This design comes from an exercise in tuning for small area and a short achievable clock period on the open sky130 flow, not from production work.

==> inputs of job 7655 <==
// reflex_core
module reflex_core (
    input wire clk,
    input wire rst_n,
    input wire signed [15:0] z_pos,
    input wire signed [15:0] z_vel,
    input wire signed [15:0] kp_gain,
    input wire signed [15:0] kd_gain,
    input wire signed [15:0] vel_threshold,
    output wire signed [15:0] u_out,
    output reg guardian_active
);
    wire [15:0] nthr = -vel_threshold;
    wire g = ($signed(z_vel) > $signed(vel_threshold)) | ($signed(z_vel) < $signed(nthr));
    wire [7:0] bp_one_d, bp_two_d, bp_ngn_d;
    wire [7:0] bd_one_d, bd_two_d, bd_ngn_d;
    assign bp_one_d[0] = ~(kp_gain[0] ^ 1'b0);
    assign bp_two_d[0] = ~((kp_gain[1] & ~kp_gain[0] & ~1'b0) | (~kp_gain[1] & kp_gain[0] & 1'b0));
    assign bp_ngn_d[0] = ~kp_gain[1] & (kp_gain[0] | 1'b0);
    assign bp_one_d[1] = ~(kp_gain[2] ^ kp_gain[1]);
    assign bp_two_d[1] = ~((kp_gain[3] & ~kp_gain[2] & ~kp_gain[1]) | (~kp_gain[3] & kp_gain[2] & kp_gain[1]));
    assign bp_ngn_d[1] = ~kp_gain[3] & (kp_gain[2] | kp_gain[1]);
    assign bp_one_d[2] = ~(kp_gain[4] ^ kp_gain[3]);
    assign bp_two_d[2] = ~((kp_gain[5] & ~kp_gain[4] & ~kp_gain[3]) | (~kp_gain[5] & kp_gain[4] & kp_gain[3]));
    assign bp_ngn_d[2] = ~kp_gain[5] & (kp_gain[4] | kp_gain[3]);
    assign bp_one_d[3] = ~(kp_gain[6] ^ kp_gain[5]);
    assign bp_two_d[3] = ~((kp_gain[7] & ~kp_gain[6] & ~kp_gain[5]) | (~kp_gain[7] & kp_gain[6] & kp_gain[5]));
  ...
export LEC_CHECK = 0
export CAP_MARGIN = 20
export CORE_MARGIN = 2
export CORE_UTILIZATION = 40
export SLEW_MARGIN = 20
export SYNTH_HIERARCHICAL = 1
create_clock -name core_clock -period 8.0 [get_ports {clk}]
run.sh (not shown) runs the stock make flow with config.mk's settings and CLKGATE_MAP_FILE= SYNTH_SCRIPT=/design/flow/synth_recipe.tcl, a recipe that flattens the netlist after the stock synthesis.
==> inputs of job 6032, as changes to job 7655 <==
--- a/flow/design.v
+++ b/flow/design.v
@@ -5,16 +5,17 @@
     input wire signed [15:0] z_vel,
     input wire signed [15:0] kp_gain,
     input wire signed [15:0] kd_gain,
     input wire signed [15:0] vel_threshold,
     output wire signed [15:0] u_out,
     output reg guardian_active
 );
-    wire [15:0] nthr = -vel_threshold;
-    wire g = ($signed(z_vel) > $signed(vel_threshold)) | ($signed(z_vel) < $signed(nthr));
+    wire [16:0] g_dif = {vel_threshold[15], vel_threshold} - {z_vel[15], z_vel};
+    wire [16:0] g_sum = {z_vel[15], z_vel} + {vel_threshold[15], vel_threshold};
+    wire g = g_dif[16] | (g_sum[16] & ~(vel_threshold == 16'h8000));
     wire [7:0] bp_one_d, bp_two_d, bp_ngn_d;
     wire [7:0] bd_one_d, bd_two_d, bd_ngn_d;
     assign bp_one_d[0] = ~(kp_gain[0] ^ 1'b0);
     assign bp_two_d[0] = ~((kp_gain[1] & ~kp_gain[0] & ~1'b0) | (~kp_gain[1] & kp_gain[0] & 1'b0));
     assign bp_ngn_d[0] = ~kp_gain[1] & (kp_gain[0] | 1'b0);
     assign bp_one_d[1] = ~(kp_gain[2] ^ kp_gain[1]);
     assign bp_two_d[1] = ~((kp_gain[3] & ~kp_gain[2] & ~kp_gain[1]) | (~kp_gain[3] & kp_gain[2] & kp_gain[1]));
@@ -1390,16 +1391,25 @@
         if (!rst_n) vld_b <= 1'b0;
         else vld_b <= vld_a;
     reg [63:0] cs;
     always @(posedge clk) cs <= {c1042, dt544, s1041, c1040, s1039, c1038, s1037, c1036, s1035, c1034, s1033, c1032, s1031, c1030, s1029, c1028, s1027, c1026, s1025, c1024, s1023, c1022, s1021, c1020, s1019, c1018, s1017, c1016, s1015, c1014, s1013, c1012, s1011, c1010, s1009, c1008, s1007, c1006, s1005, c1004, s1003, c1002, s1001, c1000, s999, c998, s997, c996, s995, c994, s993, c992, s991, c990, s989, c988, s987, c986, s985, c984, s983, c982, s981, s923};
     wire [31:0] ra = {cs[62], cs[60], cs[58], cs[56], cs[54], cs[52], cs[50], cs[48], cs[46], cs[44], cs[42], cs[40], cs[38], cs[36], cs[34], cs[32], cs[30], cs[28], cs[26], cs[24], cs[22], cs[20], cs[18], cs[16], cs[14], cs[12], cs[10], cs[8], cs[6], cs[4], cs[2], cs[0]};
     wire [31:0] rb = {cs[63], cs[61], cs[59], cs[57], cs[55], cs[53], cs[51], cs[49], cs[47], cs[45], cs[43], cs[41], cs[39], cs[37], cs[35], cs[33], cs[31], cs[29], cs[27], cs[25], cs[23], cs[21], cs[19], cs[17], cs[15], cs[13], cs[11], cs[9], cs[7], cs[5], cs[3], cs[1]};
     wire [31:0] r = ra + rb;
-    wire sat_hi = ~r[31] & ((|r[30:11]) | (r[10:0] > 11'd2000));
-    wire sat_lo = r[31] & (~(&r[30:11]) | (r[10:0] < 11'd48));
+    wire [31:0] rp = ra ^ rb;
+    wire [31:0] rk = ~(ra | rb);
+    wire [31:0] rg = ra & rb;
+    wire [11:0] rlo = {1'b0, ra[10:0]} + {1'b0, rb[10:0]};
+    wire c11 = rlo[11];
+    wire z_hi = &(rp[30:12] ^ rk[29:11]) & (rp[11] == c11);
+    wire o_hi = &(rp[30:12] ^ rg[29:11]) & (rp[11] != c11);
+    wire gt2000 = (&rlo[10:5]) | ((rlo[10:4] == 7'b1111101) & (|rlo[3:0]));
+    wire lt48 = ~(|rlo[10:6]) & ~(rlo[5] & rlo[4]);
+    wire sat_hi = ~r[31] & (~z_hi | gt2000);
+    wire sat_lo = r[31] & (~o_hi | lt48);
     assign u_out = ~vld_b ? 16'd0 : sat_hi ? 16'd2000 : sat_lo ? 16'hf830 : r[15:0];
 endmodule
 module rc_fa (input wire a, input wire b, input wire c, output wire s, output wire co);
     assign s = a ^ b ^ c;
     assign co = (a & b) | (a & c) | (b & c);
 endmodule
 module rc_ha (input wire a, input wire b, output wire s, output wire co);
--- a/flow/config.mk
+++ b/flow/config.mk
@@ -4,9 +4,10 @@
 export VERILOG_FILES = /design/flow/design.v
 export SDC_FILE = /design/flow/constraint.sdc
 export NUM_CORES = 4
 export LEC_CHECK = 0
 export CAP_MARGIN = 20
 export CORE_MARGIN = 2
 export CORE_UTILIZATION = 40
+export SETUP_SLACK_MARGIN = 3.8
 export SLEW_MARGIN = 20
 export SYNTH_HIERARCHICAL = 1
==> flow_summary.json <==
{
  "dp_hpwl_um": 40600,
  "topRoutingLayerUsed": "met4",
  "num-multi-input-gates": 1353,
  "outcome": "no timing/DRC/antenna violations",
  "antenna_found_initial": 0,
  "final-nonclk-buf-share": 0.0591,
  "cp.arrival_ns": 4.44,
  "syn_to_final_growth_pct": 12.1,
  "drt_iter0_drc": 966,
  "path_cells": "ha_1 > a21oi_2 > o22ai_2 > nor3_1 > a211oi_1 > a211oi_1 > o41a_1 > nor4bb_1 > and4_1 > nand2_2 > a211oi_2 > clkdlybuf4s50_1",
  "synth_compound_area_frac": 0.187,
  "wl_per_cell_um": 20.9,
  "dp_cells": 2248,
  "path_common_cell": "a211oi_1",
  "gp_congestion": 0.928,
  "p_int_uw": 4350,
  "wl_met3_um": 3270,
  "muxShareOfSynthArea": 0.0114
}
(the above is from job 7655)
==> flow_summary.json <==
{
  "outcome": "no timing/DRC/antenna violations",
  "muxShareOfSynthArea": 0.0107,
  "num-multi-input-gates": 1217,
  "drt_iter0_drc": 779,
  "cp.arrival_ns": 3.34,
  "path_common_cell": "a211oi_4",
  "topRoutingLayerUsed": "met5",
  "syn_to_final_growth_pct": 15.8,
  "antenna_found_initial": 2,
  "dp_hpwl_um": 38000,
  "gp_congestion": 0.924,
  "wl_met3_um": 3200,
  "path_cells": "ha_4 > fa_2 > a211oi_4 > o21ai_2 > or3_4 > a32oi_1 > nand4_1 > a211oi_4 > buf_12 > buf_4 > a311oi_2 > buf_2",
  "final-nonclk-buf-share": 0.0684
}
(the above is from job 6032)
No run of this note included a check of the RTL's function; only the layout flow was run.

afterwards: timing with drivers on the ports:
Ports are ideal in the flow. The routed layouts listed here were re-timed in OpenROAD.
Step 1 sets driving cells, clkbuf_16 on the clock port and buf_2 on the other inputs (assumed; they add their load-dependent delay and slew).
Step 2 times the ports against the registers' clock, not the clock port: input delays grow and output delays shrink by t, the midpoint of the rising clock arrivals with the driver on.
a / b / c = ideal / step 1 / step 2; a / b = the first two.
run	shift t [ns]	slack for setup (ns)	hold WS [ns]	slew at the worst register clock pin (ns)	worst slew at a driven data input, ns
job 7655	0.493	1.955 / 1.904 / 2.398	0.355 / 0.355 / 0.355	0.07 / 0.07	0.04
job 6032	0.490	3.063 / 3.015 / 3.489	0.354 / 0.354 / 0.354	0.07 / 0.07	0.05
After both steps every run listed still meets setup and hold.
